Context: an optimization exercise on an open-source flow, tuned for small area and a short achievable clock period. The choices shown serve that exercise and are no tape-out recipe.
Function was checked by simulation only, so behaviour that the tests miss may differ from the original.
No activity file was given, so power comes from the tool's default toggle rates.

===== flow/flow/run.sh =====
#!/bin/bash
# Layout: the standard flow (standard.sh, unchanged synthesis), with two
# layout knobs the flow settings do not reach:
#  - port buffers are sky130_fd_sc_hd__buf_2 (the default picks a delay cell);
set -euo pipefail
bash standard.sh SETUP_SLACK_MARGIN=11 "BUFFER_PORTS_ARGS=-buffer_cell sky130_fd_sc_hd__buf_2" finish > run_standard.log 2>&1

===== flow/config.mk =====
export PLATFORM = sky130hd
export DESIGN_NAME = pipelined
export DESIGN_NICKNAME = pipelined
export VERILOG_FILES = /design/flow/design.v
export SDC_FILE = /design/flow/constraint.sdc
export NUM_CORES = 4
export LEC_CHECK = 0
export ABC_AREA = 1
export CAP_MARGIN = 35
export CORE_MARGIN = 2
export CORE_UTILIZATION = 55
export CTS_CLUSTER_DIAMETER = 60
export CTS_CLUSTER_SIZE = 20
export SLEW_MARGIN = 35

===== flow/standard.sh =====
#!/bin/bash
# synth_recipe.tcl (not shown) runs the flow's synth.tcl, then flattens the netlist and writes it again
# the make line also repeats each setting of config.mk as NAME=value (left out here)
make -C /OpenROAD-flow-scripts/flow DESIGN_CONFIG=/design/flow/config.mk WORK_HOME=/design/flow/orfs CLKGATE_MAP_FILE= SYNTH_SCRIPT=/design/flow/synth_recipe.tcl "${@:-finish}"

===== flow/constraint.sdc =====
create_clock -name core_clock -period 18.5 [get_ports {i_clk}]
set_input_delay 3.7000 -clock core_clock [delete_from_list [all_inputs] [get_ports {i_clk}]]
set_output_delay 3.7000 -clock core_clock [all_outputs]
set_load 0.01 [all_outputs]

===== flow/design.v =====
module alu (
    input  logic [31:0] i_operand_a,
    input  logic [31:0] i_operand_b,
    input  logic [3:0]  i_alu_op,
    output logic [31:0] o_alu_data,
    output logic [31:0] o_sum         
);
    wire [3:0] op = i_alu_op;
    wire sub    = (op == 4'd1) | (op == 4'd2) | (op == 4'd3);
    wire s_sum  = (op == 4'd0) | (op == 4'd1) | (op >= 4'd10);
    wire s_slt  = (op == 4'd2);
    wire s_sltu = (op == 4'd3);
    wire s_xor  = (op == 4'd4);
    wire s_or   = (op == 4'd5);
    wire s_and  = (op == 4'd6);
    wire s_sh   = (op == 4'd7) | (op == 4'd8) | (op == 4'd9);
    wire [31:0] a  = i_operand_a;
    wire [31:0] bx = i_operand_b ^ {32{sub}};
    wire [31:0] p  = a ^ bx;
    wire [31:0] g  = a & bx;
    wire [33:0] s  = {1'b0, a, 1'b1} + {1'b0, bx, sub};
    wire [31:0] sum  = s[32:1];
    wire        cout = s[33];
    assign o_sum = sum;
    wire slt  = (a[31] ^ i_operand_b[31]) ? a[31] : sum[31];
    wire sltu = ~cout;
    wire        left  = (op == 4'd7);
    wire        arith = (op == 4'd9);
    logic [31:0] a_rev, sr_rev;
    always_comb for (int i = 0; i < 32; i++) a_rev[i] = a[31-i];
    wire [31:0] sh_in = left ? a_rev : a;
    wire [63:0] sh_x  = {{32{arith & a[31]}}, sh_in};
    wire [63:0] sr    = sh_x >> i_operand_b[4:0];
    always_comb for (int i = 0; i < 32; i++) sr_rev[i] = sr[31-i];
    wire [31:0] shout = left ? sr_rev : sr[31:0];
    assign o_alu_data = ({32{s_sum}} & sum)
                      | {31'd0, (s_slt & slt) | (s_sltu & sltu)}
                      | ({32{s_xor}} & (a ^ i_operand_b))
                      | ({32{s_or}} & (a | i_operand_b))
                      | ({32{s_and}} & (a & i_operand_b))
                      | ({32{s_sh}}  & shout);
endmodule
module regfile (input i_clk, input i_reset, input [4:0] i_rs1_addr, input [4:0] i_rs2_addr,
 output logic [31:0] o_rs1_data, output logic [31:0] o_rs2_data, input [4:0] i_rd_addr, input [31:0] i_rd_data, input i_rd_wren);
    logic [31:0]  reg_mem [0:31];
    logic [31:0]  reg_vld;
    always_ff @(posedge i_clk) if (i_rd_wren && (i_rd_addr != 5'd0)) reg_mem[i_rd_addr] <= i_rd_data;
    always_ff @(posedge i_clk, posedge i_reset) if (i_reset) reg_vld <= '0; else if (i_rd_wren && (i_rd_addr != 5'd0)) reg_vld[i_rd_addr] <= 1'b1;
    logic [31:0] rd1, rd2;
    wire byp1 = i_rd_wren && (i_rs1_addr == i_rd_addr) && (i_rs1_addr != 5'd0);
    wire byp2 = i_rd_wren && (i_rs2_addr == i_rd_addr) && (i_rs2_addr != 5'd0);
    assign o_rs1_data = byp1 ? i_rd_data : rd1;
    assign o_rs2_data = byp2 ? i_rd_data : rd2;
    logic [31:0] s1, s2;
    always_comb begin
      for (int i=0;i<32;i++) begin
        s1[i] = (i_rs1_addr[4:2]==i[4:2]) && (i_rs1_addr[1:0]==i[1:0]) && reg_vld[i] && i!=0;
        s2[i] = (i_rs2_addr[4:2]==i[4:2]) && (i_rs2_addr[1:0]==i[1:0]) && reg_vld[i] && i!=0;
      end
      rd1 = 0; rd2 = 0;
      for (int i=1;i<32;i++) begin rd1 = rd1 | ({32{s1[i]}} & reg_mem[i]); rd2 = rd2 | ({32{s2[i]}} & reg_mem[i]); end
    end
endmodule
module ldfmt #(parameter int LDS_N = 27) (
    input  logic [LDS_N-1:0] s,
    input  logic [31:0]      ra,
    input  logic [31:0]      rb,
    input  logic [31:0]      p,
    input  logic [159:0]     c,       
    input  logic [31:0]      sw,
    output logic [31:0]      y
);
    localparam int LS_RA  = 0;
    localparam int LS_W1  = 1;
    localparam int LS_W2  = 2;
    localparam int LS_W3  = 3;
    localparam int LS_H3  = 4;
    localparam int LS_H1  = 5;
    localparam int LS_B0  = 6;    
    localparam int LS_BS0 = 10;   
    localparam int LS_HL  = 14;
    localparam int LS_HLS = 15;
    localparam int LS_HH  = 16;
    localparam int LS_HHS = 17;
    localparam int LS_HM  = 18;
    localparam int LS_HMS = 19;
    localparam int LS_C0  = 20;   
    localparam int LS_P   = 25;
    localparam int LS_SW  = 26;
    function automatic [31:0] rep(input logic b);
        rep = {32{b}};
    endfunction
    always_comb begin
        y = (rep(s[LS_RA]) & ra)
          | (rep(s[LS_W1]) & {rb[7:0],  ra[31:8]})
          | (rep(s[LS_W2]) & {rb[15:0], ra[31:16]})
          | (rep(s[LS_W3]) & {rb[23:0], ra[31:24]})
          | (rep(s[LS_H3]) & {16'd0, rb[7:0], ra[31:24]})
          | (rep(s[LS_H1]) & {16'd0, ra[23:8]})
          | (rep(s[LS_B0+0]) & {24'd0, ra[7:0]})
          | (rep(s[LS_B0+1]) & {24'd0, ra[15:8]})
          | (rep(s[LS_B0+2]) & {24'd0, ra[23:16]})
          | (rep(s[LS_B0+3]) & {24'd0, ra[31:24]})
          | {{24{s[LS_BS0+0] & ra[7]}},  8'd0}
          | {{24{s[LS_BS0+1] & ra[15]}}, 8'd0}
          | {{24{s[LS_BS0+2] & ra[23]}}, 8'd0}
          | {{24{s[LS_BS0+3] & ra[31]}}, 8'd0}
          | (rep(s[LS_HL]) & {16'd0, ra[15:0]})
          | {{16{s[LS_HLS] & ra[15]}}, 16'd0}
          | (rep(s[LS_HH]) & {16'd0, ra[31:16]})
          | {{16{s[LS_HHS] & ra[31]}}, 16'd0}
          | (rep(s[LS_HM]) & {16'd0, ra[23:8]})
          | {{16{s[LS_HMS] & ra[23]}}, 16'd0}
          | (rep(s[LS_C0+0]) & c[0 +: 32])
          | (rep(s[LS_C0+1]) & c[32 +: 32])
          | (rep(s[LS_C0+2]) & c[64 +: 32])
          | (rep(s[LS_C0+3]) & c[96 +: 32])
          | (rep(s[LS_C0+4]) & c[128 +: 32])
          | (rep(s[LS_P]) & p)
          | (rep(s[LS_SW]) & sw);
    end
endmodule
module lsu #(parameter int LDS_N = 27) (
    input  logic        i_clk,
    input  logic        i_reset,
    input  logic [31:0] i_lsu_addr,
    input  logic [31:0] i_st_data,
    input  logic [1:0]  i_lsu_size,    
    input  logic        i_lsu_wren,
    input  logic        i_lsu_sext,    
    input  logic        i_lsu_mis,     
    input  logic [4:0]  i_zhi,         
    input  logic [7:0]  i_ones,        
    output logic [LDS_N-1:0] o_ld_sel,      
    output logic [31:0] o_io_p,
    output logic [159:0] o_io_r,
    output logic [31:0] o_io_ledr,
    output logic [31:0] o_io_ledg,
    output logic [31:0] o_io_seg0,
    output logic [31:0] o_io_seg1,
    output logic [31:0] o_io_lcd,
    input  logic [31:0] i_io_sw,
    output logic [31:0] o_dmem_addr_a,
    output logic [31:0] o_dmem_addr_b,
    output logic [31:0] o_dmem_wdata_a,
    output logic [31:0] o_dmem_wdata_b,
    output logic [3:0]  o_dmem_bmask_a,
    output logic [3:0]  o_dmem_bmask_b,
    output logic        o_dmem_wren_a,
    output logic        o_dmem_wren_b,
    input  logic [31:0] i_dmem_rdata_a,
    input  logic [31:0] i_dmem_rdata_b
);
    localparam int LS_RA  = 0;
    localparam int LS_W1  = 1;
    localparam int LS_W2  = 2;
    localparam int LS_W3  = 3;
    localparam int LS_H3  = 4;
    localparam int LS_H1  = 5;
    localparam int LS_B0  = 6;    
    localparam int LS_BS0 = 10;   
    localparam int LS_HL  = 14;
    localparam int LS_HLS = 15;
    localparam int LS_HH  = 16;
    localparam int LS_HHS = 17;
    localparam int LS_HM  = 18;
    localparam int LS_HMS = 19;
    localparam int LS_C0  = 20;   
    localparam int LS_P   = 25;
    localparam int LS_SW  = 26;
    wire [1:0]  off    = i_lsu_addr[1:0];
    wire        is_w   = i_lsu_size[1];
    wire        is_h   = (i_lsu_size == 2'b01);
    wire        is_b   = (i_lsu_size == 2'b00);
    wire        mis    = i_lsu_mis;    
    wire        in_mem = (i_lsu_addr[31:15] == 17'd0);
    wire [29:0] waddr  = i_lsu_addr[31:2];
    assign o_dmem_addr_a = {2'b00, waddr};
    logic [30:0] waddr_inc;
    always_comb begin
        for (int j = 0; j < 30; j++) begin
            logic c;
            c = 1'b1;
            for (int k = 0; k < 8; k++) if (k < j / 4) c = c & i_ones[k];
            for (int k = 0; k < 30; k++) if (k >= (j / 4) * 4 && k < j) c = c & waddr[k];
            waddr_inc[j] = waddr[j] ^ c;
        end
        waddr_inc[30] = &i_ones;
    end
    assign o_dmem_addr_b = mis ? {1'b0, waddr_inc} : 32'd0;
    assign o_dmem_wren_a = i_lsu_wren;
    assign o_dmem_wren_b = i_lsu_wren & mis;
    wire [31:0] st = i_st_data;
    always_comb begin
        o_dmem_wdata_b = 32'd0;
        o_dmem_bmask_b = 4'b0000;
        if (!mis) begin
            if (!(&i_zhi)) begin    
                o_dmem_bmask_a = 4'b0000;
                o_dmem_wdata_a = st;
            end else if (is_b) begin
                o_dmem_bmask_a = 4'b0001 << off;
                o_dmem_wdata_a = {24'd0, st[7:0]} << {off, 3'b000};
            end else if (is_h) begin
                o_dmem_bmask_a = off[1] ? 4'b1100 : 4'b0011;
                o_dmem_wdata_a = off[1] ? {st[15:0], 16'd0} : {16'd0, st[15:0]};
            end else begin
                o_dmem_bmask_a = 4'b1111;
                o_dmem_wdata_a = st;
            end
        end else if (is_w) begin
            case (off)
                2'b10: begin
                    o_dmem_wdata_a = {st[15:0], 16'd0}; o_dmem_bmask_a = 4'b1100;
                    o_dmem_wdata_b = {16'd0, st[31:16]}; o_dmem_bmask_b = 4'b0011;
                end
                2'b11: begin
                    o_dmem_wdata_a = {st[7:0], 24'd0};  o_dmem_bmask_a = 4'b1000;
                    o_dmem_wdata_b = {8'd0, st[31:8]};  o_dmem_bmask_b = 4'b0111;
                end
                default: begin
                    o_dmem_wdata_a = {st[23:0], 8'd0};  o_dmem_bmask_a = 4'b1110;
                    o_dmem_wdata_b = {24'd0, st[31:24]}; o_dmem_bmask_b = 4'b0001;
                end
            endcase
        end else if (off[1]) begin    
            o_dmem_wdata_a = {st[23:0], 8'd0};  o_dmem_bmask_a = 4'b1000;
            o_dmem_wdata_b = {24'd0, st[31:24]}; o_dmem_bmask_b = 4'b0001;
        end else begin                
            o_dmem_wdata_a = {8'd0, st[15:0], 8'd0}; o_dmem_bmask_a = 4'b0110;
        end
    end
    logic [31:0] io_cledr, io_cledg, io_cseg0, io_cseg1, io_clcd;
    logic [31:0] io_p;
    logic [2:0]  io_pend;    
    wire io_hit = (i_lsu_addr[31:15] == 17'h02000) && (i_lsu_addr[11:0] == 12'd0)
                  && (i_lsu_addr[14:12] <= 3'd4);
    always_ff @(posedge i_clk or posedge i_reset) begin
        if (i_reset) begin
            io_cledr <= 0; io_cledg <= 0; io_cseg0 <= 0; io_cseg1 <= 0; io_clcd <= 0;
            io_pend <= 3'd0;
        end else begin
            if (io_pend == 3'd1) io_cledr <= io_p;
            if (io_pend == 3'd2) io_cledg <= io_p;
            if (io_pend == 3'd3) io_cseg0 <= io_p;
            if (io_pend == 3'd4) io_cseg1 <= io_p;
            if (io_pend == 3'd5) io_clcd  <= io_p;
            io_pend <= (i_lsu_wren && io_hit) ? i_lsu_addr[14:12] + 3'd1 : 3'd0;
        end
    end
    always_ff @(posedge i_clk) io_p <= st;
    assign o_io_ledr = io_cledr;
    assign o_io_ledg = io_cledg;
    assign o_io_seg0 = io_cseg0;
    assign o_io_seg1 = io_cseg1;
    assign o_io_lcd  = io_clcd;
    wire io_rd  = (i_lsu_addr[31:15] == 17'h02000) && (i_lsu_addr[11:0] == 12'd0);
    wire io_any = io_rd && (i_lsu_addr[14:12] <= 3'd4);
    wire sw_sel = (i_lsu_addr == 32'h1001_0000);
    wire dflt   = !in_mem && !io_any && !sw_sel;
    wire sel_r  = (in_mem && is_w) || dflt;
    wire sx     = i_lsu_sext;
    logic [4:0] io_k, pend_k;
    always_comb begin
        for (int k = 0; k < 5; k++) begin
            io_k[k]   = io_rd && (i_lsu_addr[14:12] == k[2:0]);
            pend_k[k] = (io_pend == k[2:0] + 3'd1);
        end
    end
    always_comb begin
        o_ld_sel = '0;
        o_ld_sel[LS_RA] = sel_r && !mis;
        o_ld_sel[LS_W1] = sel_r && mis && is_w && off == 2'b01;
        o_ld_sel[LS_W2] = sel_r && mis && is_w && off == 2'b10;
        o_ld_sel[LS_W3] = sel_r && mis && is_w && off == 2'b11;
        o_ld_sel[LS_H3] = sel_r && mis && !is_w && off[1];
        o_ld_sel[LS_H1] = sel_r && mis && !is_w && !off[1];
        for (int k = 0; k < 4; k++) begin
            o_ld_sel[LS_B0 + k]  = in_mem && is_b && off == k[1:0];
            o_ld_sel[LS_BS0 + k] = in_mem && is_b && off == k[1:0] && sx;
        end
        o_ld_sel[LS_HL]  = in_mem && is_h && off == 2'b00;
        o_ld_sel[LS_HLS] = in_mem && is_h && off == 2'b00 && sx;
        o_ld_sel[LS_HH]  = in_mem && is_h && off == 2'b10;
        o_ld_sel[LS_HHS] = in_mem && is_h && off == 2'b10 && sx;
        o_ld_sel[LS_HM]  = in_mem && is_h && off == 2'b01;
        o_ld_sel[LS_HMS] = in_mem && is_h && off == 2'b01 && sx;
        for (int k = 0; k < 5; k++) o_ld_sel[LS_C0 + k] = io_k[k] && !pend_k[k];
        o_ld_sel[LS_P]  = |(io_k & pend_k);
        o_ld_sel[LS_SW] = sw_sel;
    end
    assign o_io_p    = io_p;
    assign o_io_r[0 +: 32] = io_cledr;
    assign o_io_r[32 +: 32] = io_cledg;
    assign o_io_r[64 +: 32] = io_cseg0;
    assign o_io_r[96 +: 32] = io_cseg1;
    assign o_io_r[128 +: 32] = io_clcd;
endmodule
module pipelined(
    input  logic            i_clk,
    input  logic            i_reset,
    output logic [31:0]     o_pc_debug,
    output logic            o_ctrl,
    output logic            o_mispred,
    output logic            o_insn_vld,
    output logic [31:0]     o_io_ledr,
    output logic [31:0]     o_io_ledg,
    output logic [6:0]      o_io_hex0,
    output logic [6:0]      o_io_hex1,
    output logic [6:0]      o_io_hex2,
    output logic [6:0]      o_io_hex3,
    output logic [6:0]      o_io_hex4,
    output logic [6:0]      o_io_hex5,
    output logic [6:0]      o_io_hex6,
    output logic [6:0]      o_io_hex7,
    output logic [31:0]     o_io_lcd,
    input  logic [31:0]     i_io_sw,
    output logic [31:0]     o_imem_addr,
    output logic            o_imem_req,
    input  logic [31:0]     i_imem_rdata,
    output logic [31:0]     o_dmem_addr_a,
    output logic [31:0]     o_dmem_addr_b,
    output logic [31:0]     o_dmem_wdata_a,
    output logic [31:0]     o_dmem_wdata_b,
    output logic [3:0]      o_dmem_bmask_a,
    output logic [3:0]      o_dmem_bmask_b,
    output logic            o_dmem_wren_a,
    output logic            o_dmem_wren_b,
    input  logic [31:0]     i_dmem_rdata_a,
    input  logic [31:0]     i_dmem_rdata_b
);
    localparam int LDS_N = 27;
    assign o_ctrl    = 1'b1;
    assign o_mispred = 1'b1;
    logic        stall;       
    logic        pc_sel;      
    logic [31:0] alu_out;
    logic [31:0] alu_sum;     
    logic [31:0] wb_data;
    logic [1:0]  pf_state;
    logic [31:2] fetch_addr;
    logic [31:0] fifo_mem0, fifo_mem1;
    logic        fifo_wp, fifo_rp;
    logic [1:0]  fifo_cnt;
    wire steady     = (pf_state == 2'd2);
    wire fifo_full  = (fifo_cnt == 2'd2);
    wire fifo_empty = (fifo_cnt == 2'd0);
    wire fetch_req  = (pf_state == 2'd0) | (pf_state == 2'd1) | (steady & ~fifo_full);
    wire fifo_wr    = ((pf_state == 2'd1) | steady) & ~fifo_full;
    wire fifo_rd    = steady & ~fifo_empty & ~stall;
    wire [31:0] inst_if = fifo_rp ? fifo_mem1 : fifo_mem0;
    assign o_imem_addr = {2'b00, fetch_addr};
    assign o_imem_req  = fetch_req;
    always_ff @(posedge i_clk or posedge i_reset) begin
        if (i_reset) begin
            pf_state   <= 2'd0;
            fetch_addr <= '0;
            fifo_wp    <= 1'b0;
            fifo_rp    <= 1'b0;
            fifo_cnt   <= 2'd0;
        end else begin
            case (pf_state)
                2'd0:    pf_state <= 2'd1;
                2'd1:    pf_state <= 2'd2;
                2'd2:    if (pc_sel) pf_state <= 2'd3;
                default: pf_state <= 2'd0;
            endcase
            if (pc_sel)         fetch_addr <= alu_sum[31:2];
            else if (fetch_req) fetch_addr <= fetch_addr + 30'd1;
            if (pc_sel) begin
                fifo_wp  <= 1'b0;
                fifo_rp  <= 1'b0;
                fifo_cnt <= 2'd0;
            end else begin
                if (fifo_wr) fifo_wp <= ~fifo_wp;
                if (fifo_rd) fifo_rp <= ~fifo_rp;
                fifo_cnt <= fifo_cnt + {1'b0, fifo_wr} - {1'b0, fifo_rd};
            end
        end
    end
    always_ff @(posedge i_clk) begin
        if (fifo_wr & ~pc_sel & ~fifo_wp) fifo_mem0 <= i_imem_rdata;
        if (fifo_wr & ~pc_sel &  fifo_wp) fifo_mem1 <= i_imem_rdata;
    end
    logic [31:0] pc_if;
    wire if_adv = steady & ~stall;
    always_ff @(posedge i_clk or posedge i_reset) begin
        if (i_reset)     pc_if <= '0;
        else if (if_adv) pc_if <= pc_sel ? alu_sum : pc_if + 32'd4;
    end
    logic [31:0] id_inst;
    logic        id_vld;
    wire  [31:0] id_pc = pc_if - 32'd4;
    always_ff @(posedge i_clk or posedge i_reset) begin
        if (i_reset)     id_vld <= 1'b0;
        else if (pc_sel) id_vld <= 1'b0;
        else if (if_adv) id_vld <= 1'b1;
    end
    always_ff @(posedge i_clk) begin
        if (if_adv) begin
            id_inst <= inst_if;
        end
    end
    wire [6:0] opc = id_inst[6:0];
    wire [2:0] f3  = id_inst[14:12];
    wire [4:0] id_rs1 = id_inst[19:15];
    wire [4:0] id_rs2 = id_inst[24:20];
    wire [4:0] id_rd  = id_inst[11:7];
    wire op_r     = (opc == 7'b0110011);
    wire op_i     = (opc == 7'b0010011);
    wire op_l     = (opc == 7'b0000011);
    wire op_s     = (opc == 7'b0100011);
    wire op_b     = (opc == 7'b1100011);
    wire op_jal   = (opc == 7'b1101111);
    wire op_jalr  = (opc == 7'b1100111);
    wire op_lui   = (opc == 7'b0110111);
    wire op_auipc = (opc == 7'b0010111);
    wire       d_vld     = op_r | op_i | op_l | op_s | op_b | op_jal | op_jalr | op_lui | op_auipc;
    wire       d_reg_wen = op_r | op_i | op_l | op_jal | op_jalr | op_lui | op_auipc;
    wire [1:0] d_a_sel   = (op_b | op_jal | op_auipc) ? 2'b01 : op_lui ? 2'b10 : 2'b00;
    wire       d_b_sel   = d_vld & ~op_r;
    wire [1:0] d_wb_sel  = (op_r | op_i | op_lui | op_auipc) ? 2'b01 : (op_jal | op_jalr) ? 2'b10 : 2'b00;
    wire       d_dmem_we = op_s | op_auipc;
    wire       d_jump    = op_jal | op_jalr;
    wire       d_lsu_signed = op_l & f3[2];
    wire [1:0] d_lsu_size   = (op_l | op_s) ? f3[1:0] : 2'b00;
    logic [3:0] d_alu_op;
    always_comb begin
        d_alu_op = 4'd0;
        if (op_r) begin
            case ({id_inst[30], f3})
                4'b1000: d_alu_op = 4'd1;
                4'b0001: d_alu_op = 4'd7;
                4'b0010: d_alu_op = 4'd2;
                4'b0011: d_alu_op = 4'd3;
                4'b0100: d_alu_op = 4'd4;
                4'b0101: d_alu_op = 4'd8;
                4'b1101: d_alu_op = 4'd9;
                4'b0110: d_alu_op = 4'd5;
                4'b0111: d_alu_op = 4'd6;
                default: d_alu_op = 4'd0;
            endcase
        end else if (op_i) begin
            case (f3)
                3'b001:  d_alu_op = 4'd7;
                3'b010:  d_alu_op = 4'd2;
                3'b011:  d_alu_op = 4'd3;
                3'b100:  d_alu_op = 4'd4;
                3'b101:  d_alu_op = id_inst[30] ? 4'd9 : 4'd8;
                3'b110:  d_alu_op = 4'd5;
                3'b111:  d_alu_op = 4'd6;
                default: d_alu_op = 4'd0;
            endcase
        end
    end
    logic [31:0] d_imm;
    always_comb begin
        if (op_s)
            d_imm = {{20{id_inst[31]}}, id_inst[31:25], id_inst[11:7]};
        else if (op_b)
            d_imm = {{20{id_inst[31]}}, id_inst[7], id_inst[30:25], id_inst[11:8], 1'b0};
        else if (op_jal)
            d_imm = {{12{id_inst[31]}}, id_inst[19:12], id_inst[20], id_inst[30:21], 1'b0};
        else if (op_lui | op_auipc)
            d_imm = {id_inst[31:12], 12'd0};
        else
            d_imm = {{20{id_inst[31]}}, id_inst[31:20]};
    end
    logic        wb_reg_wen;
    logic [4:0]  wb_rd;
    logic [31:0] rs1_data, rs2_data;
    regfile regfile_inst (
        .i_clk      (i_clk),
        .i_reset    (i_reset),
        .i_rs1_addr (id_rs1),
        .i_rs2_addr (id_rs2),
        .o_rs1_data (rs1_data),
        .o_rs2_data (rs2_data),
        .i_rd_addr  (wb_rd),
        .i_rd_data  (wb_data),
        .i_rd_wren  (wb_reg_wen)
    );
    logic [31:0] ex_pc, ex_rs1, ex_rs2, ex_imm;
    logic [4:0]  ex_rd;
    logic [2:0]  ex_f3;
    logic        ex_isb, ex_jump;
    logic [3:0]  ex_alu_op;
    logic [1:0]  ex_a_sel;
    logic        ex_b_sel;
    logic        ex_dmem_we;
    logic [1:0]  ex_wb_sel;
    logic        ex_lsu_signed;
    logic [1:0]  ex_lsu_size;
    logic        ex_vld;
    logic        ex_reg_wen;
    logic [1:0]  ex_fa, ex_fb;    
    logic        mem_reg_wen;
    logic [4:0]  mem_rd;
    assign stall = id_vld && (ex_wb_sel == 2'b00) && (ex_rd != 5'd0) && ((ex_rd == id_rs1) || (ex_rd == id_rs2));
    wire fa_mem = ex_reg_wen  && (ex_rd  != 5'd0) && (ex_rd  == id_rs1);
    wire fa_wb  = mem_reg_wen && (mem_rd != 5'd0) && (mem_rd == id_rs1);
    wire fb_mem = ex_reg_wen  && (ex_rd  != 5'd0) && (ex_rd  == id_rs2);
    wire fb_wb  = mem_reg_wen && (mem_rd != 5'd0) && (mem_rd == id_rs2);
    wire ex_bubble = stall | pc_sel | ~id_vld;
    always_ff @(posedge i_clk) begin
        ex_rs1 <= rs1_data; ex_rs2 <= rs2_data; ex_imm <= d_imm;
    end
    always_ff @(posedge i_clk or posedge i_reset) begin
        if (i_reset) begin
            ex_pc <= '0;
            ex_rd <= '0; ex_f3 <= '0; ex_isb <= 1'b0; ex_jump <= 1'b0;
            ex_alu_op <= 4'd6; ex_a_sel <= 2'b10; ex_b_sel <= 1'b0; ex_dmem_we <= 1'b0;
            ex_wb_sel <= '0; ex_lsu_signed <= 1'b0; ex_lsu_size <= '0; ex_vld <= 1'b0;
            ex_reg_wen <= 1'b0; ex_fa <= '0; ex_fb <= '0;
        end else if (ex_bubble) begin
            ex_pc <= '0;
            ex_rd <= '0; ex_f3 <= '0; ex_isb <= 1'b0; ex_jump <= 1'b0;
            ex_alu_op <= 4'd6; ex_a_sel <= 2'b10; ex_b_sel <= 1'b0; ex_dmem_we <= 1'b0;
            ex_wb_sel <= '0; ex_lsu_signed <= 1'b0; ex_lsu_size <= '0; ex_vld <= 1'b0;
            ex_reg_wen <= 1'b0; ex_fa <= '0; ex_fb <= '0;
        end else begin
            ex_pc <= id_pc;
            ex_rd <= id_rd; ex_f3 <= f3; ex_isb <= op_b; ex_jump <= d_jump;
            ex_alu_op <= d_alu_op; ex_a_sel <= d_a_sel; ex_b_sel <= d_b_sel; ex_dmem_we <= d_dmem_we;
            ex_wb_sel <= d_wb_sel; ex_lsu_signed <= d_lsu_signed; ex_lsu_size <= d_lsu_size; ex_vld <= d_vld;
            ex_reg_wen <= d_reg_wen;
            ex_fa <= {fa_mem, fa_wb & ~fa_mem};
            ex_fb <= {fb_mem, fb_wb & ~fb_mem};
        end
    end
    logic [31:0] mem_alu, wb_alu;
    logic [31:0] wb_pc;
    logic [1:0]  wb_sel;
    logic [LDS_N-1:0] ld_sel;
    logic [31:0] io_p;
    logic [159:0] io_r;
    wire [31:0] wb_pc4   = wb_pc + 32'd4;
    wire        wsel_ld  = (wb_sel == 2'b00) | (wb_sel == 2'b11);
    wire        wsel_alu = (wb_sel == 2'b01);
    wire        wsel_pc4 = (wb_sel == 2'b10);
    logic [31:0] opa, opb;
    logic [31:0] opa_ld, opa_base;
    wire ex_fa_wb = ex_fa[0] & ~ex_fa[1];
    ldfmt ldfmt_opa (
        .s (ld_sel & {LDS_N{wsel_ld & ex_fa_wb}}), .ra (i_dmem_rdata_a), .rb (i_dmem_rdata_b),
        .p (io_p), .c (io_r), .sw (i_io_sw), .y (opa_ld)
    );
    always_comb begin
        if (ex_a_sel == 2'b01)      opa_base = ex_pc;
        else if (ex_a_sel == 2'b10) opa_base = 32'd0;
        else                        opa_base = ex_rs1;
    end
    assign opa = opa_ld
               | ({32{ex_fa_wb & wsel_alu}} & wb_alu)
               | ({32{ex_fa_wb & wsel_pc4}} & wb_pc4)
               | ({32{ex_fa[1]}} & mem_alu)
               | ({32{ex_fa == 2'b00}} & opa_base);
    always_comb begin
        if (ex_fb[1])      opb = mem_alu;
        else if (ex_fb[0]) opb = wb_alu;
        else if (ex_b_sel) opb = ex_imm;
        else               opb = ex_rs2;
    end
    alu alu_inst (
        .i_operand_a (opa),
        .i_operand_b (opb),
        .i_alu_op    (ex_alu_op),
        .o_alu_data  (alu_out),
        .o_sum       (alu_sum)
    );
    wire br_eq  = (ex_rs1 == ex_rs2);
    wire br_ltu = (ex_rs1 < ex_rs2);
    wire br_lt  = (ex_rs1[31] ^ ex_rs2[31]) ? ex_rs1[31] : br_ltu;
    logic br_taken;
    always_comb begin
        case (ex_f3)
            3'b000:  br_taken = br_eq;
            3'b001:  br_taken = ~br_eq;
            3'b100:  br_taken = br_lt;
            3'b101:  br_taken = ~br_lt;
            3'b110:  br_taken = br_ltu;
            3'b111:  br_taken = ~br_ltu;
            default: br_taken = 1'b0;
        endcase
    end
    assign pc_sel = ex_isb ? br_taken : ex_jump;
    logic [31:0] mem_pc, mem_rs2;
    logic        mem_dmem_we;
    logic [1:0]  mem_wb_sel;
    logic        mem_lsu_signed;
    logic [1:0]  mem_lsu_size;
    logic        mem_vld;
    logic        mem_mis;
    logic [7:0]  mem_ones;
    logic [7:0]  ex_ones;
    always_comb begin
        for (int g = 0; g < 7; g++) ex_ones[g] = &alu_sum[4*g+2 +: 4];
        ex_ones[7] = &alu_sum[31:30];
    end
    always_ff @(posedge i_clk) mem_ones <= ex_ones;
    logic [4:0]  mem_zhi;
    always_ff @(posedge i_clk)
        mem_zhi <= {~alu_sum[31], alu_sum[30:27] == 4'd0, alu_sum[26:23] == 4'd0,
                    alu_sum[22:19] == 4'd0, alu_sum[18:15] == 4'd0};
    always_ff @(posedge i_clk) begin
        mem_rs2 <= ex_rs2; mem_rd <= ex_rd;
    end
    always_ff @(posedge i_clk or posedge i_reset) begin
        if (i_reset) begin
            mem_pc <= '0; mem_alu <= '0;
            mem_dmem_we <= 1'b0; mem_wb_sel <= '0; mem_lsu_signed <= 1'b0; mem_lsu_size <= '0;
            mem_vld <= 1'b0; mem_reg_wen <= 1'b0; mem_mis <= 1'b0;
        end else begin
            mem_pc <= ex_pc; mem_alu <= alu_out;
            mem_dmem_we <= ex_dmem_we; mem_wb_sel <= ex_wb_sel; mem_lsu_signed <= ex_lsu_signed;
            mem_lsu_size <= ex_lsu_size; mem_vld <= ex_vld; mem_reg_wen <= ex_reg_wen;
            mem_mis <= (ex_lsu_size == 2'b10 && alu_sum[1:0] != 2'b00) || (ex_lsu_size == 2'b01 && alu_sum[0]);
        end
    end
    logic [31:0] io_ledr, io_ledg, io_seg0, io_seg1, io_lcd;
    lsu lsu_inst (
        .i_clk          (i_clk),
        .i_reset        (i_reset),
        .i_lsu_addr     (mem_alu),
        .i_st_data      (mem_rs2),
        .i_lsu_size     (mem_lsu_size),
        .i_lsu_wren     (mem_dmem_we),
        .i_lsu_sext     (~mem_lsu_signed),
        .i_lsu_mis      (mem_mis),
        .i_ones         (mem_ones),
        .i_zhi          (mem_zhi),
        .o_ld_sel       (ld_sel),
        .o_io_p         (io_p),
        .o_io_r         (io_r),
        .o_io_ledr      (io_ledr),
        .o_io_ledg      (io_ledg),
        .o_io_seg0      (io_seg0),
        .o_io_seg1      (io_seg1),
        .o_io_lcd       (io_lcd),
        .i_io_sw        (i_io_sw),
        .o_dmem_addr_a  (o_dmem_addr_a),
        .o_dmem_addr_b  (o_dmem_addr_b),
        .o_dmem_wdata_a (o_dmem_wdata_a),
        .o_dmem_wdata_b (o_dmem_wdata_b),
        .o_dmem_bmask_a (o_dmem_bmask_a),
        .o_dmem_bmask_b (o_dmem_bmask_b),
        .o_dmem_wren_a  (o_dmem_wren_a),
        .o_dmem_wren_b  (o_dmem_wren_b),
        .i_dmem_rdata_a (i_dmem_rdata_a),
        .i_dmem_rdata_b (i_dmem_rdata_b)
    );
    logic        wb_vld;
    always_ff @(posedge i_clk) begin
        wb_alu <= mem_alu; wb_rd <= mem_rd;
    end
    always_ff @(posedge i_clk or posedge i_reset) begin
        if (i_reset) begin
            wb_pc <= '0; wb_reg_wen <= 1'b0; wb_sel <= '0; wb_vld <= 1'b0;
        end else begin
            wb_pc <= mem_pc; wb_reg_wen <= mem_reg_wen; wb_sel <= mem_wb_sel; wb_vld <= mem_vld;
        end
    end
    logic [31:0] wb_ld;
    ldfmt ldfmt_wb (
        .s (ld_sel & {LDS_N{wsel_ld}}), .ra (i_dmem_rdata_a), .rb (i_dmem_rdata_b),
        .p (io_p), .c (io_r), .sw (i_io_sw), .y (wb_ld)
    );
    assign wb_data = wb_ld | ({32{wsel_alu}} & wb_alu) | ({32{wsel_pc4}} & wb_pc4);
    assign o_pc_debug = wb_pc;
    assign o_insn_vld = wb_vld;
    assign o_io_ledr  = {15'd0, io_ledr[16:0]};
    assign o_io_ledg  = {24'd0, io_ledg[7:0]};
    assign o_io_lcd   = {io_lcd[31], 20'd0, io_lcd[10:0]};
    assign o_io_hex0  = io_seg0[6:0];
    assign o_io_hex1  = io_seg0[14:8];
    assign o_io_hex2  = io_seg0[22:16];
    assign o_io_hex3  = io_seg0[30:24];
    assign o_io_hex4  = io_seg1[6:0];
    assign o_io_hex5  = io_seg1[14:8];
    assign o_io_hex6  = io_seg1[22:16];
    assign o_io_hex7  = io_seg1[30:24];
endmodule

==> results of run 1 <==
## worst max path at each step
stage / start / cells after the start / slack [ns] / to
4_1_cts: i_dmem_rdata_a[7] / 26 / 10.95 / mem_alu[22]
5_1_grt: mem_mis / 6 / 10.82 / o_dmem_wdata_b[0]
3_5_place_dp: i_dmem_rdata_a[7] / 24 / 9.54 / mem_alu[22]
3_3_place_gp: i_dmem_rdata_a[7] / 24 / 9.54 / mem_alu[22]
6_report: mem_mis / 6 / 10.81 / o_dmem_wdata_b[3]
2_1_floorplan: i_reset / 1 / 8.96 / ex_a_sel[0]
## metal layers
metal	share of wire [%]	vias up	wire length, um	global-route usage, %
met5	0.059	-	253	0
met4	10	30	44800	41.6
met3	14	1791	60800	16.7
met2	42	7710	179000	74.1
met1	33	39600	142000	62.3
li1	-	33900	-	-
## report_power, final
group          leakage, nW  total, W  internal (W)  switching (W)
sequential            17.1   0.00563       0.00502       0.000608
clock                 2.33   0.00319       0.00157        0.00162
combinational         20.7   0.00539       0.00133        0.00405
## cell families (layout without fill, tap and decap cells)
logic type               Yosys count  after routing  share of synthesized area (%)
adder cells (fa/ha/maj)          172            172                           2.43
AND/OR/NAND/NOR                 3856           3856                           19.0
flip-flops                      1740           1740                           54.1
XOR/XNOR                         145            145                           1.45
AO/OA/AOI/OAI                   1869           1869                           14.0
buffers and inverters           1767           2076                           8.51
other                              2            102                        0.00849
multiplexers                      35             35                          0.445
## worst reg2reg max path: cells and delay by family, from the launching register on
kind                       cells  cell delay [ns]
and+or+nand+nor               18             3.28
buffers and inverters          7             1.61
AOI/OAI and AO/OA              6             1.07
adders and majority gates      2             0.63
DFF                            1             0.37
xor gates and xnor gates       1             0.23
## cell usage after synthesis, drive strengths merged (4+ instances only)
cell / count
a221o: 4
nor2: 656
o31ai: 5
edfxtp: 1088
o211ai: 79
xor2: 111
o21bai: 8
and3: 6
ha: 172
o2111ai: 89
clkbuf: 340
nor3b: 9
dfxtp: 219
a22o: 96
a211oi: 82
o21ai: 475
nand2: 1924
a41oi: 48
nand4: 167
nand3: 849
clkinv: 32
xnor2: 34
a221oi: 179
mux2: 35
or2: 20
nand3b: 24
buf: 282
o22ai: 269
a2111oi: 73
inv: 1113
o221ai: 48
dfrtp: 430
a31oi: 44
a22oi: 38
a21oi: 310
nor4: 32
nor3: 162
## what timing repair did
action                     CTS  global route
buffers inserted             0             1
resized for setup           14            31
pin swaps                    0             1
setup endpoints to repair   54            49
## cell type report
type                       count  area [um^2]  share of cell area, %
antenna                       27         67.6                 0.0683
clock buffer                 171         3810                   3.85
clock inverter                81         1000                   1.01
inverter                    1145         4320                   4.36
multi-input combinational   6152        34800                   35.2
sequential                  1740        47900                   48.4
tap                         2160         2700                   2.73
timing repair buffer         679         4310                   4.35
## stage by stage
stage | util, % | cell area (um^2)
global route | 61.7 | 98800
global placement | 58.1 | 93000
detailed placement | 58.4 | 93500
floorplan | - | 88800
finish | 61.7 | 98900
CTS | 61.4 | 98400
==> run notes, run 1 <==
- The wire-length estimate of the detail-placed layout is 312000 um.
- The synthesized design contains 1088 enable-type register cells.
- The run finished with no timing, DRC or antenna violations.
- In this run the worst hold path is classified as reg2reg.
- The critical path's most frequent cell is sky130_fd_sc_hd__clkinv_1.
- Counting along the longest clock path gives a buffer depth of 3.
- The register with the most flip-flops in the layout has 992 of them.
- Setup slack on the worst reg-to-reg path comes out at about 11 ns.
- Setup slack on the critical path of the routed design comes to around 11 ns.
- After synthesis, the share of flip-flops with an asynchronous set or reset is between 20% and 30%.
- The number of max-cap violations is 0.
- The final hold violation count is 0.
- The minimum period implied by the final worst setup slack is approximately 7.7 ns.
- The power per standard cell area is approximately 140 nW/um^2.
- The clock transition at the registers of the reported paths is 0.08 ns.
- The number of placed I/O pins is 488.
- The delay of the slowest cell on the worst path is 0.82 ns.
- The post-route worst hold slack is approximately 0.34 ns.
- The critical path's top delay family is buffers and inverters.
- Ranked by total cell area, the synthesized netlist is headed by sky130_fd_sc_hd__edfxtp_1, sky130_fd_sc_hd__dfrtp_1, sky130_fd_sc_hd__nand2_1, sky130_fd_sc_hd__dfxtp_1, sky130_fd_sc_hd__nand3_1.
- STA puts the critical path data required time at between 10 and 15 ns.
- After floorplanning, the core was divided into 147 placement rows.
- The final route contains 83.1k vias.
- The capturing element type of the critical path is an output pin.
- For hold timing, the worst endpoint is wb_pc[13].
- Summing internal, switching and leakage power gives 0.0142 W.
- The number of antenna violations at the first check in global routing is 60.
- The register containing the most flip-flops in the final layout is regfile_inst.reg_mem.
- The total DRC errors in the routed layout is 0.
- The top cell types in the final layout, fill and taps aside, are sky130_fd_sc_hd__nand2_1, sky130_fd_sc_hd__edfxtp_1, sky130_fd_sc_hd__inv_1.
- The highest achievable clock rate is 0.130 GHz.
- The number of distinct library cells after synthesis is 76.
- The number of global-route vias before repair was 75.1k.
- The number of buffers created by CTS is 142.
- The worst hold path begins at mem_pc[13].
- Of all nets on the critical path, the largest fanout is 33.
- The critical path startpoint category is a flip-flop.
- The netlist area before placement is between 80000 and 90000 um^2.
- Timing analysis after detailed placement gives a worst setup slack of around 9.5 ns.
- The count of placed standard cells including taps is 11.9k.
- The H-tree generated during clock tree synthesis spans 4 levels.
- The count of pins over their slew limit is 0.
- The average wire per cell in the routed design is 35.1 um.
- Setup repair after global routing could not meet its margin everywhere.
- The number of hold buffers added after CTS was 0.
- The total core area is between 150000 and 200000 um^2.
- The cell with the biggest individual delay on the critical path is sky130_fd_sc_hd__a221oi_2.
- For this run, the number of standard cells in the final layout without fillers is 12.2k.
- The number of cells traversed by the worst hold path is 0.
- The clock reaches the later pin of the worst-skew pair after approximately 0.85 ns.
- The endpoint identified for the worst register-to-register timing path is mem_alu[22].
- The net count of the finished layout is 10.2k.
- The buffer cell driving the clock tree root is sky130_fd_sc_hd__clkbuf_16.
- The die covers around 160000 um^2.
- The critical path is of the reg2out type.
- The critical path goes through clkinv_1 -> buf_4 -> nor2_1 -> clkinv_1 -> a221oi_2 -> buf_2.
- The filler cells instantiated in the layout total approximately 13k.
- At the pin with the least slew margin, the transition time is 1.15 ns.
- The leakage power is 40.1 nW.
- Headroom to the max-slew limit came out at ~23%.
- From synthesis to final layout, the design area changed by 11.7%.
- Counting every instance in the synthesized netlist gives about 9.6k.
- The sequential element share of the synthesized area is 54.1%.
- Counting flops and latches in the post-synthesis netlist gives 1740.
- Counting both buffers and inverters, the worst setup path holds a total of 4.
- Dividing the detail-routed via count by the number of cells gives 6.83.
- The share of final-layout standard cells stronger than drive strength 1 is 13.0%.
- The worst supply voltage drop on vdd is 0.129 mV.
- Among all flip-flop cells after synthesis, the most frequent one is sky130_fd_sc_hd__edfxtp_1.
- The number of DRC markers after the initial detailed-route iteration is 16.0k.
- Wires add up to 427000 um.
- The total negative slack for setup checks is 0 ns.
- The CTS tree is yes.
- The synthesized design devotes to its leading area cell type 36.9% of total area.
- A synthesized cell averages 9.23 um^2.
- CTS saw 1740 sinks.
- For the final database, setup skew stands at ~0.085 ns.
- During placement, the flow inserted port buffers numbering 404.
- The total congestion overflow is 0.
- The endpoint arrival time on the critical path is 3.99 ns.
- The die is 405 um tall.
- The final critical path takes up 41.6% of the cycle.
- Yosys printed 5 warnings.
- The initial utilization of the core area, before any placement, comes to 55.2%.
- Entering global routing, the biggest net connects 167 pins.
- The leading area contributor after synthesis is sky130_fd_sc_hd__edfxtp_1.
- Routability-driven placement finished with a final weighted congestion of 1.10.
- The first-pass iteration count of the detailed router is 7.
- The total setup violations reported at the end of the flow is 0.
- For this run, the total global-route usage over all layers was measured as 51.1%.
- The library cell used most frequently in the layout, excluding fill and tap cells, is sky130_fd_sc_hd__nand2_1.
- The startpoint of the worst-slack reg-to-reg timing path is mem_alu[2].
- The residual antenna-violating net count after detailed routing is 0.
- The die is 405 um wide.
- The number of cells on the worst reg-to-reg path is 34.
- The first global-routing pass estimated 582000 um of wire.
==> inputs of run 2 (changes only) <==
--- a/flow/config.mk
+++ b/flow/config.mk
@@ -11,4 +11,4 @@
 export CORE_UTILIZATION = 55
-export CTS_CLUSTER_DIAMETER = 60
-export CTS_CLUSTER_SIZE = 20
+export CTS_CLUSTER_DIAMETER = 80
+export CTS_CLUSTER_SIZE = 30
 export SLEW_MARGIN = 35
==> run notes, run 2 <==
- The number of buffer and inverter instances along the worst setup path is 4 (unchanged).
- The starting density of the core was 55.2% (unchanged).
- The top routing layer in use is met5.
- The critical-path maximum fanout came to 33 (unchanged).
- The vertical die dimension is 405 um (unchanged).
- The number of cells on the worst reg-to-reg path is 25 (-26%).
- The count of input and output buffers is 404 (unchanged).
- In the layout the commonest cells are sky130_fd_sc_hd__nand2_1, sky130_fd_sc_hd__edfxtp_1, sky130_fd_sc_hd__inv_1.
- The combined global-route utilization of all metal layers is 50.7% (-0.39 points).
- The post-layout total power came to 0.0137 W (-3.6%).
- In this run the worst hold path is classified as reg2reg.
- The switching power as a share of total power came to 45.3% (+1.1 points).
- The residual antenna-violating net count after detailed routing is 0 (unchanged).
- By area the synthesized netlist is led by sky130_fd_sc_hd__edfxtp_1, sky130_fd_sc_hd__dfrtp_1, sky130_fd_sc_hd__nand2_1, sky130_fd_sc_hd__dfxtp_1, sky130_fd_sc_hd__nand3_1.
- Setup repair after global routing could not meet its margin everywhere.
- The transition time of the tightest slew-check pin is 1.15 ns (-0.00266 ns).
- The critical path goes through clkinv_1 -> buf_4 -> nor2_1 -> clkinv_1 -> a221oi_2 -> buf_2.
- The commonest non-fill, non-tap cell in the layout is sky130_fd_sc_hd__nand2_1.
- The sequential element share of the synthesized area came to 54.1% (unchanged).
- The buffer depth of the longest clock path is 3 (unchanged).
- The final hold violation count came to 0 (unchanged).
- The clock transition at the registers of the reported paths is 0.11 ns (+0.03 ns).
- The power per standard cell area came to 140 nW/um^2 (-2.6%).
- The number of distinct library cells after synthesis was 76 (unchanged).
- The number of antenna violations at the first check in global routing is 57 (-5.0%).
- The placed wire-length estimate is 312000 um (unchanged).
- The number of cells traversed by the worst hold path is 0 (unchanged).
- The total clock sinks came to 1740 (unchanged).
- The net count of the finished layout is 10.1k (-0.41%).
- The chip width came to 405 um (unchanged).
- The highest achievable clock rate is 0.129 GHz (-0.48%).
- The final weighted congestion in routability-driven placement was 1.10 (unchanged).
- The count of pins over their slew limit is 0 (unchanged).
- The number of warnings printed during yosys synthesis is 5 (unchanged).
- The wire length on met2 is 179000 um (-0.12%).
- The average wire per cell in the routed design is 35.2 um (+0.14%).
- The number of rows created at floorplan is 147 (unchanged).
- For hold timing, the worst endpoint is mem_rs2[9].
- The share of the cycle needed by the critical path after routing came to 41.8% (+0.20 points).
- Counting instances in the post-synthesis netlist gives the leading cell types as sky130_fd_sc_hd__nand2_1, sky130_fd_sc_hd__edfxtp_1, sky130_fd_sc_hd__inv_1.
- The total congestion overflow came to 0 (unchanged).
- The share of synthesized flip-flops with an asynchronous set or reset came to 24.9% (unchanged).
- The number of DRC markers after the initial detailed-route iteration came to 15.2k (-4.5%).
- Counting flops per register, the top entry is regfile_inst.reg_mem.
- The first-pass iteration count of the detailed router was 10 (+3).
- The total core area is 160000 um^2 (unchanged).
- The number of placed I/O pins came to 488 (unchanged).
- The first-pass GRT wire length is 578000 um (-0.71%).
- The worst setup slack for register-to-register paths is 11.21 ns (about the same).
- The number of global-route vias before repair is 74.5k (-0.80%).
- The worst-case headroom to the max-slew limit was 22.9% (about the same).
- The worst setup path is of the reg2out kind.
- The post-route worst hold slack is 0.347 ns (+0.00575 ns).
- The critical path startpoint category is a flip-flop.
- The pin count of the biggest net entering global routing was 167 (unchanged).
- Clock tree synthesis selected as its root buffer the cell sky130_fd_sc_hd__clkbuf_16.
- The worst supply voltage drop on vdd is 0.106 mV (-18%).
- The met1 layer wirelength in the final routing is 142000 um (-0.10%).
- The count of mapped cells out of synthesis is 9586 (unchanged).
- The total die area is 164000 um^2 (unchanged).
- The main flop type after synthesis is sky130_fd_sc_hd__edfxtp_1.
- The mean post-synth cell area came to 9.23 um^2 (unchanged).
- Among the stages of the critical path, the cell type that occurs most often is sky130_fd_sc_hd__clkinv_1.
- The number of buffers created by CTS was 98 (-31%).
- The netlist area before placement was 88500 um^2 (unchanged).
- In the post-synthesis netlist, the cell with the most instances is sky130_fd_sc_hd__nand2_1.
- The number of max-cap violations was 0 (unchanged).
- The cell internal power dissipation was 0.00749 W (-5.6%).
- The insertion delay of the later-clocked pin in the worst-skew pair was 0.86 ns (about the same).
- The minimum period implied by the final worst setup slack came to 7.73 ns (+0.0368 ns).
- The maximum clock skew at final layout is 0.0914 ns (+0.00675 ns).
- The number of buffers inserted for hold repair after clock tree synthesis is 0 (unchanged).
- On the critical path the largest part of the delay comes from buffers and inverters.
- The top cell type's share of synthesized area came to 36.9% (unchanged).
- The startpoint of the worst-slack reg-to-reg timing path is ex_fa[1].
- The share of final-layout standard cells stronger than drive strength 1 came to 12.6% (-0.43 points).
- The number of flip-flops in the largest register is 992 (unchanged).
- The worst setup path is captured at an output pin.
- The endpoint arrival time on the critical path is 4.03 ns (+0.04 ns).
- The clock network fraction of total power is 19.7% (-2.7 points).
- The overall via count from detail_route is 82.6k (-0.52%).
- The flow ran to the end and the layout has no timing, DRC or antenna violations.
- The area growth from synthesis to layout is 10.6%.
- The largest total area in the synthesized netlist belongs to sky130_fd_sc_hd__edfxtp_1.
- The worst path required time came to 14.80 ns (about the same).
- The leakage power came to 39.6 nW (-1.3%).
- The slowest stage of the critical path belongs to the cell sky130_fd_sc_hd__a221oi_2.
- The combinational share of power came to 39.2% (+1.3 points).
- The number of synthesized flops with an enable pin is 1088 (unchanged).
- The delay of the slowest cell on the worst path came to 0.81 ns (about the same).
- The endpoint of the worst-slack reg-to-reg timing path is mem_alu[30].
- The sequential share of power came to 41.1% (+1.5 points).
- The total setup violations reported at the end of the flow is 0 (unchanged).
- The origin of the worst min-delay path is ex_rs2[9].
- The overall routed net length is 425000 um (-0.41%).
- The met3 routed wirelength was 59900 um (-1.5%).
- The switching power is 0.00620 W (-1.2%).
- The total DRC errors in the routed layout is 0 (unchanged).
- The flip-flop and latch count after synthesis came to 1740 (unchanged).
- The count of H-tree levels built during CTS is 3 (-1).
- The total negative slack for setup checks was 0 ns (unchanged).
- The CTS tree is yes.
- The via count normalized by instance count is 6.84 (about the same).
[run 2: cell count changes in the layout (fill, tap and decap cells not counted), moves of 7 or more]
cell	change
sky130_fd_sc_hd__clkbuf_16	-49
sky130_fd_sc_hd__clkbuf_1	-14
sky130_fd_sc_hd__clkinv_2	-11
sky130_fd_sc_hd__clkinv_8	-7
sky130_fd_sc_hd__clkinv_16	+8
[run 2: kinds of logic after synthesis]
group	Yosys count	synth area share [%]
and+or+nand+nor	3856	19.0
other	2	0.00849
xor gates and xnor gates	145	1.45
DFF	1740	54.1
muxes	35	0.445
adders and majority gates	172	2.43
buffers and inverters	1767	8.51
AOI/OAI and AO/OA	1869	14.0
[run 2: worst max path at each step]
stage,start,cells past startpoint,end
floorplan,i_reset,1,ex_a_sel[0]
global placement,i_dmem_rdata_a[7],24,mem_alu[22]
detailed placement,i_dmem_rdata_a[7],24,mem_alu[22]
CTS,mem_mis,6,o_dmem_wdata_b[12]
global route,mem_mis,6,o_dmem_wdata_b[3]
finish,mem_mis,6,o_dmem_wdata_b[3]
[run 2: final cells by class]
class | instances | area (um^2)
fillers | 13400 | 62400
well taps | 2160 | 2700
diodes | 30 | 75.1
repair buffers | 681 | 4330
flip-flops and latches | 1740 | 47900
clock buffers | 105 | 2500
multi-input cells | 6152 | 34800
inverters | 1145 | 4320
clock inverters | 75 | 1190
[run 2: what timing repair did]
action,4_1_cts,5_1_grt
setup buffers,0,1
endpoints found under the hold margin,0,0
pin swaps,0,1
setup endpoints to repair,58,61
gates resized for setup,12,34
[run 2: stage by stage]
stage | cell area (um^2) | instances | setup WS [ns] | util [%]
3_3_place_gp | 93000 | 11900 | 9.54 | 58.1
6_report | 97800 | 12100 | 10.77 | 61.1
3_5_place_dp | 93500 | 11900 | 9.54 | 58.4
4_1_cts | 97300 | 12000 | 10.99 | 60.7
5_1_grt | 97800 | 12100 | 10.84 | 61.0
2_1_floorplan | 88800 | 9659 | 8.96 | -
[run 2: metal layers]
metal	track usage [%]	vias to the layer above
met5	0.506	-
met4	40.3	36
met3	16.9	1741
met2	74.0	7442
met1	61.5	39600
li1	-	33800
[run 2: power groups by stage]
stage | Clock [W] | Sequential (W) | Combinational, W
final | 0.00269 | 0.00563 | 0.00537
after global routing | 0.00280 | 0.00564 | 0.00558
after CTS | 0.00267 | 0.00559 | 0.00507
after detailed placement | 0 | 0.00567 | 0.00503
after global placement | 0 | 0.00566 | 0.00489
after floorplan | 0 | 0.00538 | 0.00285
==> inputs of run 3 (changes only) <==
--- a/flow/design.v
+++ b/flow/design.v
@@ -132,2 +132,6 @@
     input  logic [4:0]  i_zhi,         
+    input  logic [31:0] i_wa,          
+    input  logic [3:0]  i_ba,
+    input  logic [31:0] i_wb,          
+    input  logic [3:0]  i_bb,
     input  logic [7:0]  i_ones,        
@@ -192,42 +196,8 @@
     assign o_dmem_wren_b = i_lsu_wren & mis;
+    wire oor = !mis && !(&i_zhi);    
+    assign o_dmem_wdata_a = oor ? i_st_data : i_wa;
+    assign o_dmem_bmask_a = oor ? 4'b0000 : i_ba;
+    assign o_dmem_wdata_b = i_wb;
+    assign o_dmem_bmask_b = i_bb;
     wire [31:0] st = i_st_data;
-    always_comb begin
-        o_dmem_wdata_b = 32'd0;
-        o_dmem_bmask_b = 4'b0000;
-        if (!mis) begin
-            if (!(&i_zhi)) begin    
-                o_dmem_bmask_a = 4'b0000;
-                o_dmem_wdata_a = st;
-            end else if (is_b) begin
-                o_dmem_bmask_a = 4'b0001 << off;
-                o_dmem_wdata_a = {24'd0, st[7:0]} << {off, 3'b000};
-            end else if (is_h) begin
-                o_dmem_bmask_a = off[1] ? 4'b1100 : 4'b0011;
-                o_dmem_wdata_a = off[1] ? {st[15:0], 16'd0} : {16'd0, st[15:0]};
-            end else begin
-                o_dmem_bmask_a = 4'b1111;
-                o_dmem_wdata_a = st;
-            end
-        end else if (is_w) begin
-            case (off)
-                2'b10: begin
-                    o_dmem_wdata_a = {st[15:0], 16'd0}; o_dmem_bmask_a = 4'b1100;
-                    o_dmem_wdata_b = {16'd0, st[31:16]}; o_dmem_bmask_b = 4'b0011;
-                end
-                2'b11: begin
-                    o_dmem_wdata_a = {st[7:0], 24'd0};  o_dmem_bmask_a = 4'b1000;
-                    o_dmem_wdata_b = {8'd0, st[31:8]};  o_dmem_bmask_b = 4'b0111;
-                end
-                default: begin
-                    o_dmem_wdata_a = {st[23:0], 8'd0};  o_dmem_bmask_a = 4'b1110;
-                    o_dmem_wdata_b = {24'd0, st[31:24]}; o_dmem_bmask_b = 4'b0001;
-                end
-            endcase
-        end else if (off[1]) begin    
-            o_dmem_wdata_a = {st[23:0], 8'd0};  o_dmem_bmask_a = 4'b1000;
-            o_dmem_wdata_b = {24'd0, st[31:24]}; o_dmem_bmask_b = 4'b0001;
-        end else begin                
-            o_dmem_wdata_a = {8'd0, st[15:0], 8'd0}; o_dmem_bmask_a = 4'b0110;
-        end
-    end
     logic [31:0] io_cledr, io_cledg, io_cseg0, io_cseg1, io_clcd;
@@ -593,2 +563,3 @@
     logic        mem_mis;
+    wire         ex_mis = (ex_lsu_size == 2'b10 && alu_sum[1:0] != 2'b00) || (ex_lsu_size == 2'b01 && alu_sum[0]);
     logic [7:0]  mem_ones;
@@ -601,2 +572,44 @@
     logic [4:0]  mem_zhi;
+    logic [31:0] mem_wa, mem_wb;
+    logic [3:0]  mem_ba, mem_bb;
+    always_ff @(posedge i_clk) begin
+        logic [31:0] st;
+        logic [1:0]  off;
+        st  = ex_rs2;
+        off = alu_sum[1:0];
+        mem_wb <= 32'd0;
+        mem_bb <= 4'b0000;
+        if (!ex_mis) begin
+            if (ex_lsu_size == 2'b00) begin
+                mem_ba <= 4'b0001 << off;
+                mem_wa <= {24'd0, st[7:0]} << {off, 3'b000};
+            end else if (ex_lsu_size == 2'b01) begin
+                mem_ba <= off[1] ? 4'b1100 : 4'b0011;
+                mem_wa <= off[1] ? {st[15:0], 16'd0} : {16'd0, st[15:0]};
+            end else begin
+                mem_ba <= 4'b1111;
+                mem_wa <= st;
+            end
+        end else if (ex_lsu_size[1]) begin
+            case (off)
+                2'b10: begin
+                    mem_wa <= {st[15:0], 16'd0}; mem_ba <= 4'b1100;
+                    mem_wb <= {16'd0, st[31:16]}; mem_bb <= 4'b0011;
+                end
+                2'b11: begin
+                    mem_wa <= {st[7:0], 24'd0};  mem_ba <= 4'b1000;
+                    mem_wb <= {8'd0, st[31:8]};  mem_bb <= 4'b0111;
+                end
+                default: begin
+                    mem_wa <= {st[23:0], 8'd0};  mem_ba <= 4'b1110;
+                    mem_wb <= {24'd0, st[31:24]}; mem_bb <= 4'b0001;
+                end
+            endcase
+        end else if (off[1]) begin    
+            mem_wa <= {st[23:0], 8'd0};  mem_ba <= 4'b1000;
+            mem_wb <= {24'd0, st[31:24]}; mem_bb <= 4'b0001;
+        end else begin                
+            mem_wa <= {8'd0, st[15:0], 8'd0}; mem_ba <= 4'b0110;
+        end
+    end
     always_ff @(posedge i_clk)
@@ -616,3 +629,3 @@
             mem_lsu_size <= ex_lsu_size; mem_vld <= ex_vld; mem_reg_wen <= ex_reg_wen;
-            mem_mis <= (ex_lsu_size == 2'b10 && alu_sum[1:0] != 2'b00) || (ex_lsu_size == 2'b01 && alu_sum[0]);
+            mem_mis <= ex_mis;
         end
@@ -630,2 +643,6 @@
         .i_ones         (mem_ones),
+        .i_wa           (mem_wa),
+        .i_ba           (mem_ba),
+        .i_wb           (mem_wb),
+        .i_bb           (mem_bb),
         .i_zhi          (mem_zhi),
--- a/flow/config.mk
+++ b/flow/config.mk
@@ -11,4 +11,4 @@
 export CORE_UTILIZATION = 55
-export CTS_CLUSTER_DIAMETER = 80
-export CTS_CLUSTER_SIZE = 30
+export CTS_CLUSTER_DIAMETER = 60
+export CTS_CLUSTER_SIZE = 20
 export SLEW_MARGIN = 35
==> run notes, run 3 <==
- The flow ran to the end and the layout has no timing, DRC or antenna violations.
- The total negative slack for setup checks was 0 ns (unchanged).
- The via count normalized by instance count is 6.83 (about the same).
- The number of rows created at floorplan is 148 (+0.68%).
- The worst supply voltage drop on vdd came to 0.117 mV (+10%).
- The highest achievable clock rate is 0.133 GHz (+3.0%).
- The buffer depth of the longest clock path was 3 (unchanged).
- The worst path required time was 19.22 ns (+4.42 ns).
- The net count of the finished layout came to 10.5k (+3.3%).
- The critical-path maximum fanout is 6 (-82%).
- The number of antenna violations at the first check in global routing is 51 (-11%).
- The first-pass GRT wire length is 600000 um (+3.8%).
- The number of DRC markers after the initial detailed-route iteration was 16.1k (+5.8%).
- The commonest non-fill, non-tap cell in the layout is sky130_fd_sc_hd__nand2_1.
- The count of mapped cells out of synthesis is 9889 (+3.2%).
- The number of synthesized flops with an enable pin is 1088 (unchanged).
- The maximum clock skew at final layout came to 0.0454 ns (-0.0460 ns).
- The sequential element share of the synthesized area is 54.2% (+0.11 points).
- The netlist area before placement was 90600 um^2 (+2.4%).
- The top cell type's share of synthesized area is 36.0% (-0.87 points).
- The total clock sinks is 1803 (+3.6%).
- The number of flip-flops in the largest register was 992 (unchanged).
- The final hold violation count is 0 (unchanged).
- The capturing element type of the critical path is a flip-flop.
- The post-placement cell area is 95800 um^2 (+2.4%).
- The endpoint arrival time on the critical path is 8.22 ns (+4.19 ns).
- By area the synthesized netlist is led by sky130_fd_sc_hd__edfxtp_1, sky130_fd_sc_hd__dfrtp_1, sky130_fd_sc_hd__nand2_1, sky130_fd_sc_hd__dfxtp_1, sky130_fd_sc_hd__nand3_1.
- The number of global-route vias before repair was 77.9k (+4.6%).
- The share of final-layout standard cells stronger than drive strength 1 was 12.1% (-0.45 points).
- The pin count of the biggest net entering global routing is 84 (-50%).
- The share of the cycle needed by the critical path after routing came to 40.5% (-1.2 points).
- The total congestion overflow was 0 (unchanged).
- The count of H-tree levels built during CTS was 4 (+1).
- The worst-case headroom to the max-slew limit is 25.5% (+2.7 points).
- The overall routed net length is 440000 um (+3.3%).
- The total setup violations reported at the end of the flow is 0 (unchanged).
- The total DRC errors in the routed layout was 0 (unchanged).
- The flip-flop and latch count after synthesis is 1803 (+3.6%).
- The average wire per cell in the routed design is 35.3 um (+0.29%).
- The chip width was 410 um (+1.2%).
- The signal on the critical path passes through buf_2 -> inv_1 -> nor2_1 -> inv_1 -> nor2_4 -> inv_1 -> nand2_1 -> o21ai_0 -> nand4_1 -> nor2_1 -> nand2_1 -> ha_1 -> nand2_1 -> inv_1 -> a21oi_1 -> o21ai_0 -> a221oi_1 -> nand2_1 -> nand3_1 -> nand2_1 -> xor2_1 -> inv_1 -> o21ai_0 -> nand3b_1.
- In the synthesized netlist the dominant register cell turns out to be sky130_fd_sc_hd__edfxtp_1.
- The summed area of non-filler cells in the final layout is 101000 um^2 (+2.9%).
- The overall via count from detail_route is 85.1k (+2.9%).
- The power per standard cell area came to 144 nW/um^2 (+3.0%).
- The minimum period implied by the final worst setup slack is 7.50 ns (-0.225 ns).
- In the synthesized netlist, the cells that appear most often are sky130_fd_sc_hd__nand2_1, sky130_fd_sc_hd__edfxtp_1, sky130_fd_sc_hd__inv_1.
- The critical path startpoint category is an input port.
- In the layout the commonest cells are sky130_fd_sc_hd__nand2_1, sky130_fd_sc_hd__edfxtp_1, sky130_fd_sc_hd__inv_1.
- The number of distinct library cells after synthesis was 79 (+3.9%).
- The total die area was 168000 um^2 (+2.4%).
- The vertical die dimension is 410 um (+1.2%).
- The share of synthesized flip-flops with an asynchronous set or reset was 24.0% (-0.87 points).
- The number of max-cap violations is 0 (unchanged).
- The leakage power is 41.2 nW (+4.1%).
- The number of warnings printed during yosys synthesis is 5 (unchanged).
- The count of input and output buffers came to 404 (unchanged).
- The first-pass iteration count of the detailed router came to 10 (unchanged).
- The register containing the most flip-flops in the final layout is regfile_inst.reg_mem.
- The insertion delay of the later-clocked pin in the worst-skew pair is 0.87 ns (about the same).
- The root buffer cell chosen for the clock tree is sky130_fd_sc_hd__clkbuf_16.
- The number of placed I/O pins came to 488 (unchanged).
- TritonCTS built the clock tree.
- The leading area contributor after synthesis is sky130_fd_sc_hd__edfxtp_1.
- The placed wire-length estimate was 328000 um (+5.1%).
- Setup repair after global routing left no endpoint under its margin.
- The utilization after layout is 61.7% (+0.66 points).
- The number of buffers created by CTS is 131 (+34%).
- Relative to the synthesized area, the layout overhead comes to 11.1%.
- The combined global-route utilization of all metal layers came to 51.1% (+0.40 points).
- The residual antenna-violating net count after detailed routing was 0 (unchanged).
- The worst hold path belongs to the class reg2reg.
- The starting density of the core is 55.6% (+0.32 points).
- The final weighted congestion in routability-driven placement was 1.09 (-0.61%).
- The clock transition at the registers of the reported paths is 0.08 ns (-0.03 ns).
- The count of pins over their slew limit is 0 (unchanged).
- Among all stages on the critical path, the largest delay is contributed by sky130_fd_sc_hd__ha_1.
- The mean post-synth cell area is 9.17 um^2 (-0.72%).
- sky130_fd_sc_hd__nand2_1 is the most common cell in the netlist.
- The delay of the slowest cell on the worst path was 0.50 ns (-0.31 ns).
- The critical path class is in2reg.
- The transition time of the tightest slew-check pin is 1.11 ns (-0.0360 ns).
- The total core area was 163000 um^2 (+1.8%).
-- run 3: changes by cell type after synthesis, sizes merged, moves of 10 or more --
cell and delta:
a22o +10, nor2 +56, a21oi +11, nand2 +229, inv -87, a211oi -13
dfxtp +63, o2111ai -10, o21ai +44, clkbuf +11, o221ai -26
-- run 3: cells by family after synthesis --
group | Yosys count | share of synthesized area, %
other cells | 2 | 0.00829
mux | 33 | 0.410
fa+ha+maj | 172 | 2.37
compound gates | 1904 | 13.9
buf+inv | 1686 | 7.93
flops | 1803 | 54.2
simple gates | 4137 | 19.7
xor+xnor | 152 | 1.49
-- run 3: per-stage QoR --
stage          total power (W)  hold slack (ns)  worst slack, ns  cells
2_1_floorplan          0.00857            0.331             8.96   9962
3_3_place_gp            0.0110            0.333             9.42  12200
3_5_place_dp            0.0112            0.335             9.43  12200
4_1_cts                 0.0141            0.352            10.93  12400
5_1_grt                 0.0148            0.358            10.98  12400
6_report                0.0145            0.352            11.00  12500
-- run 3: worst max-delay path: cells and delay by family --
kind                     cells  cell delay (ns)
AND/OR/NAND/NOR             11             1.95
adder cells (fa/ha/maj)      1             0.50
buffers and inverters        6             0.90
XOR/XNOR                     1             0.17
AO/OA/AOI/OAI                5             0.99
-- run 3: where the power goes --
group	switching [W]	leakage, nW	internal [W]	total [W]
logic	0.00429	21.5	0.00139	0.00568
registers	0.000672	17.6	0.00515	0.00583
clock network	0.00155	2.08	0.00146	0.00301
total	0.00651	41.2	0.00800	0.0145
-- run 3: final timing paths --
kind                                    start              endpoint  slack, ns  cells past startpoint
max reg2reg                          ex_fa[1]        fetch_addr[20]      11.05                     27
min reg2reg                        mem_pc[15]             wb_pc[15]       0.35                      0
max                        i_dmem_rdata_a[31]           mem_alu[30]      11.00                     24
max in group asynchronous             i_reset              pc_if[6]      13.01                      5
min                                mem_pc[15]             wb_pc[15]       0.35                      0
min in group asynchronous             i_reset  lsu_inst.io_cledr[8]       2.86                      2
-- run 3: what timing repair did --
item,CTS,global route
setup buffers,0,6
gates resized for setup,25,40
hold endpoints to repair,0,0
cloned,1,0
setup endpoints to repair,95,82
hold buffers,0,0
pin swaps,1,4
-- run 3: final cells by class --
class	count	area [um^2]
Inverter	1058	3990
Timing Repair Buffer	680	4480
Sequential cell	1803	49200
Fill cell	13400	62400
Clock buffer	176	3660
Multi-Input combinational cell	6474	36000
Tap cell	2175	2720
Antenna cell	31	77.6
Clock inverter	58	651
-- run 3: routing by layer --
layer	global-route usage, %	share of wire [%]	up-vias
li1	-	-	34900
met1	62.9	34	40500
met2	74.4	42	7652
met5	0.0862	0.056	-
met4	39.4	10	38
met3	16.8	14	1908

[what the ideal ports hide]
Ports are ideal in the flow. The routed layouts listed here were re-timed in OpenROAD.
Step 1 sets driving cells, clkbuf_16 on the clock port and buf_2 on the other inputs (assumed; they add their load-dependent delay and slew).
Step 2 moves the port delays by t, midway between the first and last clock arrival at a register: inputs arrive t later, outputs are due t later. That takes back most of the time a late clock gives input paths.
Slacks: ideal ports / drivers / drivers and shift; pairs: ideal ports / drivers.
run	shift t [ns]	setup WS [ns]	worst hold slack (ns)
run 1	0.908	10.811 / 10.714 / 10.356	0.342 / 0.342 / 0.342
run 2	0.920	10.775 / 10.667 / 10.359	0.347 / 0.347 / 0.347
run 3	0.941	10.999 / 11.032 / 10.116	0.352 / 0.352 / 0.352
After both steps every run listed still meets setup and hold. For run 3, which loses most, drivers alone change the setup slack by +0.033 ns; drivers and shift together by -0.883 ns.
